Background: an optimization exercise with open tools, aiming at small area and a short achievable clock period. Do not read the settings as production practice. No functional check of the RTL was part of any run shown here. Power is estimated from default activity; no workload was simulated.

**design/flow/config.mk**
```make
export PLATFORM = sky130hd
export DESIGN_NAME = RegularFuzzification
export DESIGN_NICKNAME = RegularFuzzification
export VERILOG_FILES = /design/flow/design.v
export SDC_FILE = /design/flow/constraint.sdc
export NUM_CORES = 4
export LEC_CHECK = 0
export CAP_MARGIN = 20
export CORE_MARGIN = 2
export CORE_UTILIZATION = 40
export CTS_BUF_LIST = sky130_fd_sc_hd__clkbuf_4 sky130_fd_sc_hd__clkbuf_8
export CTS_CLUSTER_SIZE = 30
export SETUP_SLACK_MARGIN = 4.0
export SLEW_MARGIN = 20
```
**design/flow/constraint.sdc**
```tcl
create_clock -name core_clock -period 8.0 [get_ports {clock}]
set_input_delay 1.6000 -clock core_clock [delete_from_list [all_inputs] [get_ports {clock}]]
set_output_delay 1.6000 -clock core_clock [all_outputs]
set_load 0.01 [all_outputs]
```
**design/flow/design.v**
```verilog
module RegularFuzzification(
  input        clock,
  input        reset,
  input        io_start,
  input  [9:0] io_inputs_0,
  input  [9:0] io_inputs_1,
  output       io_outResultValid,
  output [6:0] io_outResult
);
  function gt7(input [6:0] a, input [6:0] b);
    integer i;
    reg g;
    begin
      g = 1'b0;
      for (i = 0; i < 7; i = i + 1)
        g = (a[i] & ~b[i]) | (~(~a[i] & b[i]) & g);
      gt7 = g;
    end
  endfunction
  wire [9:0] xi = io_inputs_0;
  wire [7:0] yi = io_inputs_1[7:0];
  wire xa = xi > 10'd50,  xb = xi > 10'd150, xc = xi > 10'd200, xd = xi > 10'd300,
       xe = xi > 10'd350, xf = xi > 10'd450, xg = xi > 10'd500, xh = xi > 10'd550,
       xk = xi > 10'd600;
  wire a1 = xa && !xb, a2 = xb && !xc, a3 = xc && !xd, a5 = xe && !xf, a67 = xf && !xh,
       a78 = xg && !xk;
  wire [6:0] x7 = xi[6:0];
  wire [6:0] x1i = ({7{!xa}} & 7'd100)          | ({7{a1}}  & (7'd22 - x7)) |
                   ({7{a3}}  & (7'd44 - x7))     | ({7{a5}}  & (x7 + 7'd34)) |
                   ({7{a67}} & (7'd38 - x7));                    
  wire [6:0] x2i = ({7{a1}}  & (x7 + 7'd78))     | ({7{a3}}  & (x7 + 7'd56)) |
                   ({7{a78}} & (x7 + 7'd12))     | ({7{a2 || xk}} & 7'd100);   
  wire [1:0] ii  = {xe, xc};
  wire hxgi = (xi < 10'd100) || (xc && xi < 10'd250) || (xe && xi < 10'd525);
  wire hxei = (xi == 10'd100) || (xi == 10'd250) || (xd && !xe) || (xi == 10'd525);
  wire ya = yi > 8'd20,  yb = yi > 8'd40,  yc = yi > 8'd60,  yd = yi > 8'd80,
       ye = yi > 8'd100, yf = yi > 8'd120, yg = yi > 8'd140, yh = yi > 8'd160;
  wire [1:0] ji  = {yd, yb} == 2'b11 ? {1'b1, yf} : {1'b0, yb};
  wire s1 = ya && !yb, s2 = yc && !yd, s3 = ye && !yf, s4 = yg && !yh;
  wire       ysl = s1 || s2 || s3 || s4;
  wire [4:0] ky  = ({5{s1}} & 5'd12) | ({5{s2}} & 5'd4) | ({5{s3}} & 5'd28) | ({5{s4}} & 5'd20);
  wire [4:0] ti  = yi[4:0] + ky;
  reg [6:0] X1, X2;
  reg [4:0] t;
  reg       i1, i0, j1, j0, hxg, hxe, sl, yhi;
  always @(posedge clock) if (io_start) begin
    X1 <= x1i;  X2 <= x2i;  {i1, i0} <= ii;  hxg <= hxgi; hxe <= hxei;
    t  <= ti;   sl <= ysl;  yhi <= yh;       {j1, j0} <= ji;
  end
  reg [6:0] t5, t5n;
  always @* begin
    case (t)
      5'd0: begin t5 = 7'd0; t5n = 7'd100; end
      5'd1: begin t5 = 7'd5; t5n = 7'd95; end
      5'd2: begin t5 = 7'd10; t5n = 7'd90; end
      5'd3: begin t5 = 7'd15; t5n = 7'd85; end
      5'd4: begin t5 = 7'd20; t5n = 7'd80; end
      5'd5: begin t5 = 7'd25; t5n = 7'd75; end
      5'd6: begin t5 = 7'd30; t5n = 7'd70; end
      5'd7: begin t5 = 7'd35; t5n = 7'd65; end
      5'd8: begin t5 = 7'd40; t5n = 7'd60; end
      5'd9: begin t5 = 7'd45; t5n = 7'd55; end
      5'd10: begin t5 = 7'd50; t5n = 7'd50; end
      5'd11: begin t5 = 7'd55; t5n = 7'd45; end
      5'd12: begin t5 = 7'd60; t5n = 7'd40; end
      5'd13: begin t5 = 7'd65; t5n = 7'd35; end
      5'd14: begin t5 = 7'd70; t5n = 7'd30; end
      5'd15: begin t5 = 7'd75; t5n = 7'd25; end
      5'd16: begin t5 = 7'd80; t5n = 7'd20; end
      5'd17: begin t5 = 7'd85; t5n = 7'd15; end
      5'd18: begin t5 = 7'd90; t5n = 7'd10; end
      5'd19: begin t5 = 7'd95; t5n = 7'd5; end
      5'd20: begin t5 = 7'd100; t5n = 7'd0; end
      default: begin t5 = 7'd0; t5n = 7'd0; end
    endcase
  end
  wire [6:0] Y2  = sl ? t5  : yhi ? 7'd100 : 7'd0;
  wire [6:0] Y1  = sl ? t5n : yhi ? 7'd0   : 7'd100;
  wire       hyg = sl ? (t < 5'd10) : !yhi;
  wire       hye = sl && (t == 5'd10);
  wire g11 = gt7(X1, Y1);
  wire g12 = gt7(X1, Y2);
  wire g21 = gt7(X2, Y1);
  wire g22 = gt7(X2, Y2);
  wire a_X1 = (i1 && j1 && !g12 && hxg) ||
      (i1 && j1 && j0 && !g11 && hxg) ||
      (i1 && j1 && j0 && g11 && !g12);
  wire a_X2 = (i1 && !j1 && j0 && !g22) ||
      (i1 && j1 && !g21 && !hxg) ||
      (i1 && j1 && !j0 && !g22 && !hxg) ||
      (i1 && j1 && !j0 && !g21 && g22);
  wire a_Y1 = (i1 && j1 && j0 && !g11 && g21) ||
      (i1 && j1 && g21 && hyg) ||
      (i1 && j1 && j0 && g11 && hyg);
  wire a_Y2 = (i1 && !j1 && j0 && g22) ||
      (i1 && j1 && !j0 && g12 && !g22) ||
      (i1 && j1 && g12 && !hyg) ||
      (i1 && j1 && !j0 && g22 && !hyg);
  wire n_X1 = (!j1 && !j0 && !g11 && hxg) ||
      (!i0 && !j1 && j0 && !g11) ||
      (!i1 && i0 && j1 && j0 && !g11) ||
      (!i1 && i0 && j1 && !g12 && !g22) ||
      (!i0 && !j1 && !g12 && !g22) ||
      (!i0 && j1 && !j0 && !g11 && g12);
  wire n_X2 = (i0 && !j1 && j0 && !g21) ||
      (!j1 && !j0 && !g21 && !hxg) ||
      (!i0 && j1 && j0 && !g21) ||
      (i0 && !j1 && !j0 && g21 && !g22) ||
      (!i0 && j1 && g11 && g21) ||
      (!i1 && i0 && !j1 && j0 && !g22) ||
      (!i1 && i0 && j1 && !j0 && !g21 && g22) ||
      (!i0 && j1 && !g12 && hxg) ||
      (!i1 && i0 && !j1 && !g12 && !g21);
  wire n_Y1 = (i1 && !j1 && j0 && g21) ||
      (i0 && !j1 && !j0 && g11 && !g21) ||
      (i0 && !j1 && g21 && hyg) ||
      (!i0 && !j0 && !g22 && hyg) ||
      (!i0 && !j1 && !j0 && !g11 && !g12) ||
      (!i1 && i0 && j1 && !j0 && !g11 && g21) ||
      (!i0 && !j1 && !g22 && hyg) ||
      (!i0 && j1 && j0 && g21 && hyg) ||
      (!i0 && j1 && !j0 && !g21 && !hyg) ||
      (!i1 && i0 && j1 && j0 && g11 && hyg);
  wire n_Y2 = (!i0 && j1 && !g11 && !hyg) ||
      (!i1 && i0 && j1 && !g21 && hxg && !hyg) ||
      (!i1 && i0 && !j1 && !g11 && g21 && !hyg) ||
      (!i0 && !j1 && g12 && !hyg) ||
      (!i1 && i0 && j1 && !j0 && g12 && !g22) ||
      (i1 && !j1 && !j0 && g22 && !hyg) ||
      (!i0 && j1 && !j0 && !g11 && !g12);
  wire n_c0 = (i1 && j0) ||
      (j1 && j0 && hyg) ||
      (i1 && !hxg && !hxe) ||
      (i0 && j1 && !j0 && !g22) ||
      (!i0 && j1 && !j0 && g21) ||
      (j1 && j0 && hye) ||
      (i0 && !j1 && !j0 && !hxg && !hxe && hyg) ||
      (i1 && g21) ||
      (i0 && j1 && j0 && !g11) ||
      (!i0 && j1 && j0 && !g21) ||
      (i0 && !j1 && !j0 && g21 && hye);
  wire n_c1 = (i1) ||
      (i0 && !j1 && j0) ||
      (i0 && j1 && !j0 && g22) ||
      (j1 && j0 && g11 && g21) ||
      (i0 && !j1 && g21 && !g22) ||
      (i0 && j0 && !g21 && !hyg && !hye) ||
      (!i0 && j1 && j0 && g21 && !g22) ||
      (i0 && !j1 && !g11 && !hyg && !hye) ||
      (!i0 && j1 && j0 && g22 && !hyg && !hye);
  wire o_X1 = (i0 && !j1 && !g12) ||
      (i1 && j1 && !j0 && !g11) ||
      (!i0 && j1 && j0 && !g11) ||
      (i0 && !j1 && j0 && !g11) ||
      (!i0 && j1 && !g12 && !g22) ||
      (i0 && j1 && !j0 && !g21 && g22) ||
      (i0 && j1 && !j0 && !g11 && g12);
  wire o_X2 = (!i0 && !j1 && !g22) ||
      (!i1 && i0 && j1 && !g12 && !g22) ||
      (!i1 && i0 && j1 && j0 && !g21) ||
      (!i0 && !j1 && j0 && !g21) ||
      (!i0 && j1 && !j0 && !g21 && g22);
  wire o_Y1 = (i1 && j1 && !j0 && g11) ||
      (i0 && !j1 && j0 && g11 && hyg) ||
      (!i0 && j1 && !j0 && g21 && g22) ||
      (i0 && j1 && !j0 && g11 && !g21) ||
      (!i0 && !j1 && j0 && !g12 && hyg) ||
      (!i0 && j1 && j0 && !g22 && hyg) ||
      (!i1 && i0 && j1 && j0 && g21 && hyg);
  wire o_Y2 = (i0 && !j1 && !j0 && g12) ||
      (!i0 && !j1 && !j0 && g22) ||
      (!i0 && j1 && g12 && !hyg) ||
      (i0 && !j1 && g12 && !hyg) ||
      (!i1 && i0 && j1 && g22 && !hyg) ||
      (!i0 && !j1 && g22 && !hyg) ||
      (!i0 && j1 && !j0 && !g21 && !g22) ||
      (!i1 && i0 && j1 && !j0 && !g12 && g22);
  wire o_c3 = (i1) ||
      (i0 && j1 && j0) ||
      (i0 && j1 && g21);
  function [6:0] pick(input s1, input s2, input s3, input s4,
                      input [6:0] a, input [6:0] b, input [6:0] c, input [6:0] d);
    pick = ({7{s1}} & a) | ({7{s2}} & b) | ({7{s3}} & c) | ({7{s4}} & d);
  endfunction
  wire [6:0] ov = pick(o_X1, o_X2, o_Y1, o_Y2, X1, X2, Y1, Y2);
  wire [6:0] nv = pick(n_X1, n_X2, n_Y1, n_Y2, X1, X2, Y1, Y2);
  wire [6:0] av = pick(a_X1, a_X2, a_Y1, a_Y2, X1, X2, Y1, Y2);
  reg [6:0] rov, rnv;
  reg       ro3;
  reg [1:0] rnk;
  always @(posedge clock) if (io_start) begin
    rov <= ov;
    ro3 <= o_c3;
    rnv <= nv;
    rnk <= {n_c1, n_c0};
  end
  reg [6:0] rov2;
  reg       ro32;
  always @(posedge clock) if (io_start) begin
    rov2 <= rov;
    ro32 <= ro3;
  end
  wire [1:0] ok = {ro32, 1'b1};
  wire       take_new = gt7(rnv, rov2) || (rnv == rov2 && rnk < ok);
  wire [6:0] bv = take_new ? rnv : rov2;
  wire [1:0] bk = take_new ? rnk : ok;
  reg  [6:0] wv;
  reg  [2:0] wi;
  always @(posedge clock) if (io_start) begin
    wv <= bv;
    wi <= gt7(av, bv) ? 3'd4 : (bv == 7'd0) ? 3'd0 : {1'b0, bk};
  end
  reg  [6:0] wv2;
  reg  [2:0] wi2;
  always @(posedge clock) if (io_start) begin
    wv2 <= wv;
    wi2 <= wi;
  end
  wire r24gt = i1 && i0 && j1 && j0 && gt7(X2, wv2) && gt7(Y2, wv2);
  wire [2:0] fin = (wi2[2] || r24gt) ? 3'd4 : wi2;
  reg [2:0] f1, f2, f3, f4;
  always @(posedge clock) if (io_start) begin
    f1 <= fin;
    f2 <= f1;
    f3 <= f2;
    f4 <= f3;
  end
  assign io_outResultValid = 1'b0;
  assign io_outResult = io_start ? {4'd0, f4} : 7'd0;
endmodule
```
**design/flow/run.sh**
```bash
#!/bin/bash
# synth_recipe.tcl (not shown) runs the flow's synth.tcl, then flattens the netlist and writes it again
# the make line also repeats each setting of config.mk as NAME=value (left out here)
make -C /OpenROAD-flow-scripts/flow DESIGN_CONFIG=/design/flow/config.mk WORK_HOME=/design/flow/orfs CLKGATE_MAP_FILE= SYNTH_SCRIPT=/design/flow/synth_recipe.tcl finish
```
==> impl_metrics.py, run 1 <==
metrics = {
    "status": {
        "status": "timing/DRC/antenna clean",
    },
    "flow_run": {
        "cap_violations": 0,
    },
    "yosys": {
        "synth_top_family_by_area": "compound AO/OA/AOI/OAI gates",
        "synth.avg_cell_area_um2": 8.930,
        "synth_mux_area_frac": 0.01997,
        "ys_types": 99,
        "synth-simple-area-share": 0.1585,
        "synth_fa_ha_area_frac": 0.08311,
        "ys_seq_elements": 97,
        "synth-edff-count": 84,
        "synth-compound-area-share": 0.3018,
        "synthCells": 870,
        "synth_xor_area_frac": 0.01353,
        "ys_async_sr_fraction": 0,
        "ys_warn_count": 1,
        "synthFlopType": "edfxtp_1",
        "ys_seq_area_frac": 0.3582,
        "syn_area_um2": 7769,
    },
    "floorplan": {
        "dieArea_um2": 20550,
        "ioPinCount": 31,
        "die_y_um": 143.4,
        "initial_core_util": 0.4112,
        "num_rows": 50,
        "coreArea_um2": 18890,
        "die_w_um": 143.4,
    },
    "clocking": {
        "cts.clk_slew.worst_paths_ps": 110,
        "cts_made_buffers": 9,
        "hold_buffers": 0,
        "clockBufferDepth": 2,
        "cts_tree": "done",
        "cts-root-buf": "clkbuf_8",
        "clock_latency_ps": 390,
        "clock_sinks": 97,
        "cts_max_level": 3,
    },
    "finish": {
        "layout_common_cells": "84 x edfxtp_1, 65 x nand2_1, 63 x nor2_1",
        "fin_util": 0.4781,
        "antenna-diode-count": 0,
        "final_common_cell": "edfxtp_1",
        "nets": 968,
        "layout-drive-gt1-share": 0.1819,
        "syn2layout_area_growth_pct": 16.27,
    },
    "place": {
        "numPortBuffers": 22,
        "post-dp-hpwl_um": 15620,
        "gp_congestion": 0.9415,
        "pre_cts_ws_ps": 2951,
    },
    "sta": {
        "hold_ws_ps": 427.4,
        "hold_viol": 0,
        "maxSlewHeadroom": 0.2324,
        "period_needed_ps": 4019,
        "slew_violations": 0,
        "fin_tns_setup_ps": 0,
        "fmax_mhz": 248.8,
        "setup-violations-final": 0,
        "fin_ws_ps": 3981,
        "tightest_slew_ps": 1142,
        "post-route-period-util": 0.5024,
        "fin_skew_ps": 12.39,
        "rsz0062_at_grt": "true",
    },
    "route": {
        "routedLengthMet1_um": 10360,
        "drc": 0,
        "met3WireLength_um": 1680,
        "top_layer": "met4",
        "wl_met2_um": 10570,
        "vias": 7107,
        "drt_pass1_iterations": 9,
        "drt_iter0_drc": 776,
        "wl_per_cell_um": 19.76,
        "drt_wl_total_um": 23070,
        "drtAntennaViolNets": 0,
        "routed_via_density": 6.090,
    },
    "critical_path": {
        "r2r_end": "rnv[6]",
        "cp.arrival_ps": 4330,
        "cp-end-kind": "register",
        "regToRegStartpoint": "sl",
        "r2r_cells": 12,
        "worst-r2r-setup-slack_ps": 4200,
        "startpoint_type": "primary input",
        "crit_required_ps": 8310,
        "worstPathMaxFanout": 7,
        "path_class": "in -> reg",
    },
    "worst_hold_path": {
        "hp-start": "f2[2]",
        "holdPathEnd": "f3[2]",
        "min_path_cells": 0,
        "hold_path.class": "reg -> reg",
    },
    "power_and_ir_drop": {
        "p_per_area_nw_per_um2": 212.0,
        "cellLeakagePower_nw": 3.374,
        "peakVddDrop_mv": 0.09997,
    },
    "global_routing": {
        "grt_overflow": 0,
        "grt_max_degree": 50,
        "antenna_found_initial": 0,
        "grt_usage": 0.2201,
        "grt_pass1_wl_um": 35530,
        "grt_pass1_vias": 6421,
    },
}
## synthesized netlist by cell type, drive strengths merged (8+ instances only)
cell,number,area (µm²)
a211oi,16,155.2
a21o,9,67.56
a21oi,67,339.1
a221o,8,80.08
a221oi,9,102.6
a222oi,8,80.08
a22oi,13,102.6
a31oi,16,115.1
and2,13,81.33
buf,22,140.1
clkbuf,36,138.9
dfxtp,13,260.3
edfxtp,84,2522
ha,42,525.5
inv,56,210.2
maj3,10,100.1
mux2i,12,132.6
nand2,71,266.5
nand2b,17,106.4
nand3,17,85.08
nor2,70,267.8
nor2b,12,82.58
nor3,17,90.09
o211ai,14,123.9
o21a,8,60.06
o21ai,66,330.3
o221ai,13,120.1
o22ai,20,125.1
xnor2,9,78.83
## metal layers
| metal | global-route usage | vias to the layer above |
|---|---|---|
| li1 | - | 3368 |
| met1 | 0.3198 | 3406 |
| met2 | 0.3429 | 290 |
| met3 | 0.03432 | 43 |
| met4 | 0.05573 | 0 |
| met5 | 0 | - |
## registers in the layout, indices dropped and copies added (netlist names), 2 cells and up
| register | flops |
|---|---|
| t5n | 7 |
| X1 | 7 |
| wv | 7 |
| f2 | 3 |
| wi2 | 3 |
| t5 | 6 |
| rnk | 2 |
| f4 | 3 |
| wv2 | 7 |
| f1 | 3 |
| rnv | 7 |
| X2 | 7 |
| t | 5 |
| f3 | 3 |
| rov | 7 |
| rov2 | 7 |
| wi | 3 |
## worst max path at each step
stage	depth (start not counted)	start	to	slack (ps)
5_1_grt	17	io_inputs_1[2]	t5n[4]	3850
4_1_cts	16	io_inputs_1[1]	t5[3]	4000
2_1_floorplan	14	io_inputs_1[0]	t5[3]	3980
3_3_place_gp	12	io_inputs_0[1]	X1[6]	2950
3_5_place_dp	12	io_inputs_0[2]	X1[4]	2950
6_report	16	io_inputs_1[0]	t5n[3]	3980
## metrics by stage
stage | power, mW | area [µm²] | instances
floorplan | 1.290 | 7825 | 874
global placement | 1.488 | 8108 | 1102
detailed placement | 1.492 | 8108 | 1102
CTS | 1.850 | 8701 | 1153
global route | 2.030 | 9032 | 1167
finish | 1.915 | 9032 | 1167
## worst max-delay path: stages
cell,delay [ps]
buf_8,100
nor3_4,240
nand2_2,110
a21oi_2,180
nand2_1,120
o21a_1,140
o21ai_2,140
ha_2,200
inv_2,40
fa_2,340
xnor2_2,150
xnor2_2,180
mux2_4,340
nor2_4,180
mux2i_1,90
o22ai_1,170
## cell type report
class	instances	area (µm²)
Sequential cell	97	2783
Fill cell	1828	9861
Clock buffer	9	123.9
Multi-Input combinational cell	660	4795
Tap cell	260	325.3
Clock inverter	7	78.83
Inverter	59	229.0
Timing Repair Buffer	75	698.2
## power breakdown
part           switching [mW]  internal [mW]
Combinational           0.500          0.325
Sequential             0.0949          0.670
Clock                   0.200          0.125
Total                   0.795           1.12
## cells by family (layout without fill, tap and decap cells)
group                      after synthesis  in the layout
adders and majority gates               53             53
muxes                                   14             14
buffers and inverters                  117            150
DFF                                     97             97
AOI/OAI and AO/OA                      324            324
other                                    1              5
and+or+nand+nor                        252            252
xor gates and xnor gates                12             12
## timing repair
item / 4_1_cts / 5_1_grt
gates cloned: 1 / 0
endpoints found under the setup margin: 48 / 34
pin swaps: 15 / 18
buffers inserted: 34 / 14
resized for setup: 79 / 57
==> run 2, diff against run 1 <==
--- a/design/flow/design.v
+++ b/design/flow/design.v
@@ -19,7 +19,42 @@
   endfunction
+  function gtc10(input [9:0] x, input [9:0] c);
+    integer k;
+    reg g, e;
+    begin
+      g = 1'b0; e = 1'b1;
+      for (k = 9; k >= 0; k = k - 1) begin
+        if (!c[k]) g = g | (e & x[k]);
+        e = e & (x[k] == c[k]);
+      end
+      gtc10 = g;
+    end
+  endfunction
+  function gtc8(input [7:0] x, input [7:0] c);
+    integer k;
+    reg g, e;
+    begin
+      g = 1'b0; e = 1'b1;
+      for (k = 7; k >= 0; k = k - 1) begin
+        if (!c[k]) g = g | (e & x[k]);
+        e = e & (x[k] == c[k]);
+      end
+      gtc8 = g;
+    end
+  endfunction
+  function [6:0] add7(input [6:0] a, input [6:0] b);
+    integer k;
+    reg c;
+    begin
+      c = 1'b0;
+      for (k = 0; k < 7; k = k + 1) begin
+        add7[k] = a[k] ^ b[k] ^ c;
+        c = (a[k] & b[k]) | (a[k] & c) | (b[k] & c);
+      end
+    end
+  endfunction
   wire [9:0] xi = io_inputs_0;
   wire [7:0] yi = io_inputs_1[7:0];
-  wire xa = xi > 10'd50,  xb = xi > 10'd150, xc = xi > 10'd200, xd = xi > 10'd300,
-       xe = xi > 10'd350, xf = xi > 10'd450, xg = xi > 10'd500, xh = xi > 10'd550,
-       xk = xi > 10'd600;
+  wire xa = gtc10(xi, 10'd50),  xb = gtc10(xi, 10'd150), xc = gtc10(xi, 10'd200), xd = gtc10(xi, 10'd300),
+       xe = gtc10(xi, 10'd350), xf = gtc10(xi, 10'd450), xg = gtc10(xi, 10'd500), xh = gtc10(xi, 10'd550),
+       xk = gtc10(xi, 10'd600);
   wire a1 = xa && !xb, a2 = xb && !xc, a3 = xc && !xd, a5 = xe && !xf, a67 = xf && !xh,
@@ -27,55 +62,27 @@
   wire [6:0] x7 = xi[6:0];
-  wire [6:0] x1i = ({7{!xa}} & 7'd100)          | ({7{a1}}  & (7'd22 - x7)) |
-                   ({7{a3}}  & (7'd44 - x7))     | ({7{a5}}  & (x7 + 7'd34)) |
-                   ({7{a67}} & (7'd38 - x7));                    
-  wire [6:0] x2i = ({7{a1}}  & (x7 + 7'd78))     | ({7{a3}}  & (x7 + 7'd56)) |
-                   ({7{a78}} & (x7 + 7'd12))     | ({7{a2 || xk}} & 7'd100);   
+  wire [6:0] x1i = ({7{!xa}} & 7'd100)          | ({7{a1}}  & add7(~x7, 7'd23)) |
+                   ({7{a3}}  & add7(~x7, 7'd45))     | ({7{a5}}  & add7(x7, 7'd34)) |
+                   ({7{a67}} & add7(~x7, 7'd39));                    
+  wire [6:0] x2i = ({7{a1}}  & add7(x7, 7'd78))     | ({7{a3}}  & add7(x7, 7'd56)) |
+                   ({7{a78}} & add7(x7, 7'd12))     | ({7{a2 || xk}} & 7'd100);   
   wire [1:0] ii  = {xe, xc};
-  wire hxgi = (xi < 10'd100) || (xc && xi < 10'd250) || (xe && xi < 10'd525);
+  wire hxgi = (!gtc10(xi, 10'd99)) || (xc && !gtc10(xi, 10'd249)) || (xe && !gtc10(xi, 10'd524));
   wire hxei = (xi == 10'd100) || (xi == 10'd250) || (xd && !xe) || (xi == 10'd525);
-  wire ya = yi > 8'd20,  yb = yi > 8'd40,  yc = yi > 8'd60,  yd = yi > 8'd80,
-       ye = yi > 8'd100, yf = yi > 8'd120, yg = yi > 8'd140, yh = yi > 8'd160;
+  wire ya = gtc8(yi, 8'd20),  yb = gtc8(yi, 8'd40),  yc = gtc8(yi, 8'd60),  yd = gtc8(yi, 8'd80),
+       ye = gtc8(yi, 8'd100), yf = gtc8(yi, 8'd120), yg = gtc8(yi, 8'd140), yh = gtc8(yi, 8'd160);
   wire [1:0] ji  = {yd, yb} == 2'b11 ? {1'b1, yf} : {1'b0, yb};
   wire s1 = ya && !yb, s2 = yc && !yd, s3 = ye && !yf, s4 = yg && !yh;
-  wire       ysl = s1 || s2 || s3 || s4;
-  wire [4:0] ky  = ({5{s1}} & 5'd12) | ({5{s2}} & 5'd4) | ({5{s3}} & 5'd28) | ({5{s4}} & 5'd20);
-  wire [4:0] ti  = yi[4:0] + ky;
-  reg [6:0] X1, X2;
-  reg [4:0] t;
-  reg       i1, i0, j1, j0, hxg, hxe, sl, yhi;
+  wire [2:0] ty  = yi[4:2] + {s3 || s4, s1 || s3, 1'b1};
+  wire [4:0] ti  = {ty, yi[1:0]};
+  wire [6:0] t5i = add7({ti, 2'b00}, {2'b00, ti});
+  wire [6:0] y2i = ({7{s1 || s2 || s3 || s4}} & t5i) | ({7{yh}} & 7'd100);
+  reg [6:0] X1, X2, Y2;
+  reg       i1, i0, j1, j0, hxg, hxe;
   always @(posedge clock) if (io_start) begin
     X1 <= x1i;  X2 <= x2i;  {i1, i0} <= ii;  hxg <= hxgi; hxe <= hxei;
-    t  <= ti;   sl <= ysl;  yhi <= yh;       {j1, j0} <= ji;
-  end
-  reg [6:0] t5, t5n;
-  always @* begin
-    case (t)
-      5'd0: begin t5 = 7'd0; t5n = 7'd100; end
-      5'd1: begin t5 = 7'd5; t5n = 7'd95; end
-      5'd2: begin t5 = 7'd10; t5n = 7'd90; end
-      5'd3: begin t5 = 7'd15; t5n = 7'd85; end
-      5'd4: begin t5 = 7'd20; t5n = 7'd80; end
-      5'd5: begin t5 = 7'd25; t5n = 7'd75; end
-      5'd6: begin t5 = 7'd30; t5n = 7'd70; end
-      5'd7: begin t5 = 7'd35; t5n = 7'd65; end
-      5'd8: begin t5 = 7'd40; t5n = 7'd60; end
-      5'd9: begin t5 = 7'd45; t5n = 7'd55; end
-      5'd10: begin t5 = 7'd50; t5n = 7'd50; end
-      5'd11: begin t5 = 7'd55; t5n = 7'd45; end
-      5'd12: begin t5 = 7'd60; t5n = 7'd40; end
-      5'd13: begin t5 = 7'd65; t5n = 7'd35; end
-      5'd14: begin t5 = 7'd70; t5n = 7'd30; end
-      5'd15: begin t5 = 7'd75; t5n = 7'd25; end
-      5'd16: begin t5 = 7'd80; t5n = 7'd20; end
-      5'd17: begin t5 = 7'd85; t5n = 7'd15; end
-      5'd18: begin t5 = 7'd90; t5n = 7'd10; end
-      5'd19: begin t5 = 7'd95; t5n = 7'd5; end
-      5'd20: begin t5 = 7'd100; t5n = 7'd0; end
-      default: begin t5 = 7'd0; t5n = 7'd0; end
-    endcase
-  end
-  wire [6:0] Y2  = sl ? t5  : yhi ? 7'd100 : 7'd0;
-  wire [6:0] Y1  = sl ? t5n : yhi ? 7'd0   : 7'd100;
-  wire       hyg = sl ? (t < 5'd10) : !yhi;
-  wire       hye = sl && (t == 5'd10);
+    Y2 <= y2i;  {j1, j0} <= ji;
+  end
+  wire [6:0] Y1  = add7(~Y2, 7'd101);
+  wire       hyg = Y2 < 7'd50;
+  wire       hye = Y2 == 7'd50;
   wire g11 = gt7(X1, Y1);
--- a/design/flow/config.mk
+++ b/design/flow/config.mk
@@ -7,2 +7,3 @@
 export LEC_CHECK = 0
+export ABC_AREA = 1
 export CAP_MARGIN = 20
@@ -12,3 +13,3 @@
 export CTS_CLUSTER_SIZE = 30
-export SETUP_SLACK_MARGIN = 4.0
+export SETUP_SLACK_MARGIN = 4.2
 export SLEW_MARGIN = 20
==> run 2 against run 1 <==
  * Sequential power decreased by 8.6%
  * Die area shrank 13%
  * Clock power barely moved
  * Largest power group unchanged
==> impl_metrics.py, run 2 <==
metrics = {
    "place": {
        "gp_congestion": 0.9276,
        "numPortBuffers": 22,
        "post-dp-hpwl_um": 13020,
        "dp_cells": 1095,
    },
    "sta": {
        "fin_skew_ps": 11.22,
        "slew_violations": 0,
        "fmax_mhz": 259.9,
        "maxSlewHeadroom": 0.3889,
        "fin_tns_setup_ps": 0,
        "hold_ws_ps": 423.7,
        "rsz0062_at_grt": "true",
        "tightest_slew_ps": 916.6,
        "period_needed_ps": 3847,
        "setup-violations-final": 0,
        "post-route-period-util": 0.4809,
        "hold_viol": 0,
    },
    "floorplan": {
        "num_rows": 47,
        "dieArea_um2": 17810,
        "die_w_um": 133.5,
        "ioPinCount": 31,
        "die_y_um": 133.5,
        "coreArea_um2": 16470,
        "initial_core_util": 0.4072,
    },
    "global_routing": {
        "grt_max_degree": 77,
        "grt_pass1_vias": 5593,
        "grt_usage": 0.1991,
        "grt_pass1_wl_um": 28100,
        "antenna_found_initial": 0,
        "grt_overflow": 0,
    },
    "yosys": {
        "yosys.area.top_type": "edfxtp_1",
        "ys_warn_count": 1,
        "ys_types": 52,
        "synth_top_area_frac": 0.3762,
        "ys_seq_area_frac": 0.3762,
        "synthCells": 868,
        "synthFlopType": "edfxtp_1",
        "synth.area.top_cells": "edfxtp_1 38%, nand2_1 12%, ha_1 9.7%, inv_1 8.7%, nor2_1 4.1%",
        "yosys-top-cells-count": "219 x nand2_1, 155 x inv_1, 84 x edfxtp_1",
        "post-synth-top-count-cell": "nand2_1",
        "syn_area_um2": 6705,
        "ys_async_sr_fraction": 0,
        "synth.avg_cell_area_um2": 7.725,
        "ys_seq_elements": 84,
        "synth-edff-count": 84,
    },
    "clocking": {
        "clock_sinks": 84,
        "hold_buffers": 0,
        "clockBufferDepth": 2,
        "cts_tree": "done",
        "cts_max_level": 3,
        "cts-root-buf": "clkbuf_8",
        "cts_made_buffers": 9,
        "clock_latency_ps": 380,
        "cts.clk_slew.worst_paths_ps": 90,
    },
    "route": {
        "vias": 5998,
        "drt_wl_total_um": 17620,
        "wl_per_cell_um": 15.45,
        "drt_iter0_drc": 407,
        "drtAntennaViolNets": 0,
        "drt_pass1_iterations": 7,
        "drc": 0,
        "routed_via_density": 5.257,
    },
    "critical_path": {
        "cp.arrival_ps": 3990,
        "startpoint_type": "primary input",
        "path_class": "in -> reg",
        "cp-end-kind": "register",
        "r2r_cells": 34,
        "worstPathMaxFanout": 2,
        "crit_required_ps": 8140,
    },
    "status": {
        "status": "timing/DRC/antenna clean",
    },
    "worst_hold_path": {
        "min_path_cells": 0,
        "hold_path.class": "reg -> reg",
    },
    "power_and_ir_drop": {
        "p_per_area_nw_per_um2": 241.2,
        "cellLeakagePower_nw": 3.605,
        "peakVddDrop_mv": 0.09802,
    },
    "flow_run": {
        "cap_violations": 0,
    },
    "finish": {
        "layout_common_cells": "210 x nand2_1, 140 x inv_1, 84 x edfxtp_1",
        "syn2layout_area_growth_pct": 17.28,
        "stdcell_count": 1141,
        "final_common_cell": "nand2_1",
        "antenna-diode-count": 0,
        "nets": 994,
        "layout-drive-gt1-share": 0.1596,
    },
}
==> run 2: cell types whose count changed in the layout (fill, tap and decap cells not counted), sizes merged, moves of 12 or more <==
cell,previous run,this run
a211oi,16,0
nand3,17,45
nand2,71,231
buf,57,40
o21ai,66,41
and2,13,0
mux2i,12,0
inv,60,177
nand2b,17,0
nor2b,12,0
dfxtp,13,0
a21oi,67,21
==> run 2: per-stage QoR <==
step | utilization | cell area (µm²) | total power [mW] | worst slack (ps)
final | 0.4776 | 7864 | 1.897 | 4153
after global routing | 0.4776 | 7864 | 2.038 | 4052
after CTS | 0.4613 | 7596 | 1.827 | 4149
after detailed placement | 0.4349 | 7161 | 1.479 | 3147
after global placement | 0.4349 | 7161 | 1.477 | 3158
after floorplan | - | 6780 | 1.253 | 3991
==> run 2: cell type report <==
cell class | instances | area (µm²)
Sequential cell | 84 | 2522
Multi-Input combinational cell | 595 | 3657
Fill cell | 1621 | 8602
Timing Repair Buffer | 53 | 499.2
Tap cell | 220 | 275.3
Inverter | 173 | 698.2
Clock buffer | 9 | 123.9
Clock inverter | 7 | 87.58
==> run 2: worst max-delay path, stage by stage <==
cell      delay, ps
buf_12          110
inv_16           50
nand2_8          50
nor2_4          110
inv_2            60
a21oi_4         150
o311ai_4        130
nand2_1         110
inv_2            50
fa_1            490
fa_2            360
fa_2            340
inv_2            80
ha_4            200
nand2_2          50
nand2_1          40
==> run 2: worst paths after layout <==
check	startpoint	endpoint	slack (ps)
max	io_inputs_1[1]	Y2[5]	4150
min	rov[5]	rov2[5]	420
max reg2reg	Y2[1]	wi[1]	4360
min reg2reg	rov[5]	rov2[5]	420
==> run 2: timing repair <==
action	4_1_cts	5_1_grt
setup buffers	21	9
endpoints found under the hold margin	0	0
endpoints found under the setup margin	25	32
pin swaps	10	22
resized for setup	70	55
==> run 2: cells by family (layout without fill, tap and decap cells) <==
group / count (synthesis) / count (layout) / share of synthesized area
fa+ha+maj: 55 / 55 / 0.1060
simple gates: 383 / 383 / 0.2437
buf+inv: 193 / 242 / 0.1151
other cells: 1 / 5 / 0.0005593
xor+xnor: 7 / 7 / 0.009144
flops: 84 / 84 / 0.3762
compound gates: 145 / 145 / 0.1493
==> run 2: routing by layer <==
| metal | vias up | global-route usage | share of wire |
|---|---|---|---|
| met2 | 177 | 0.3391 | 0.49 |
| met1 | 2795 | 0.2565 | 0.44 |
| li1 | 2997 | - | - |
| met4 | 0 | 0.07920 | 0.027 |
| met5 | - | 0 | 0 |
| met3 | 29 | 0.02740 | 0.041 |
==> run 2: report_power, final <==
group          total, mW  switching (mW)  internal (mW)
sequential         0.698          0.0701          0.627
combinational      0.876           0.571          0.305
clock              0.323           0.170          0.153

## separate check: timing with driven ports
The flow's constraints put no driver on any port. The routed layouts listed below were extracted and timed again, unchanged, in two steps.
Step 1, drivers: a clkbuf_16 drives clock and a buf_2 each remaining input, both assumed.
Step 2 times the ports against the registers' clock, not the clock port: input delays grow and output delays shrink by t, the midpoint of the rising clock arrivals with the driver on.
a / b / c = no drivers / after step 1 / after step 2; a / b = the first two.
run | t (ns) | slack for setup (ns) | hold slack, ns | clock arrival spread, ns | worst register clock-pin slew, ns
run 1 | 0.426 | 3.981 / 3.978 / 3.551 | 0.427 / 0.427 / 0.427 | 0.014 / 0.013 | 0.11 / 0.11
run 2 | 0.410 | 4.153 / 4.143 / 3.733 | 0.424 / 0.424 / 0.424 | 0.014 / 0.014 | 0.10 / 0.10
After both steps setup and hold are still met in every run listed. For run 1, which loses most, drivers alone change the setup slack by -0.003 ns; drivers and shift together by -0.430 ns.
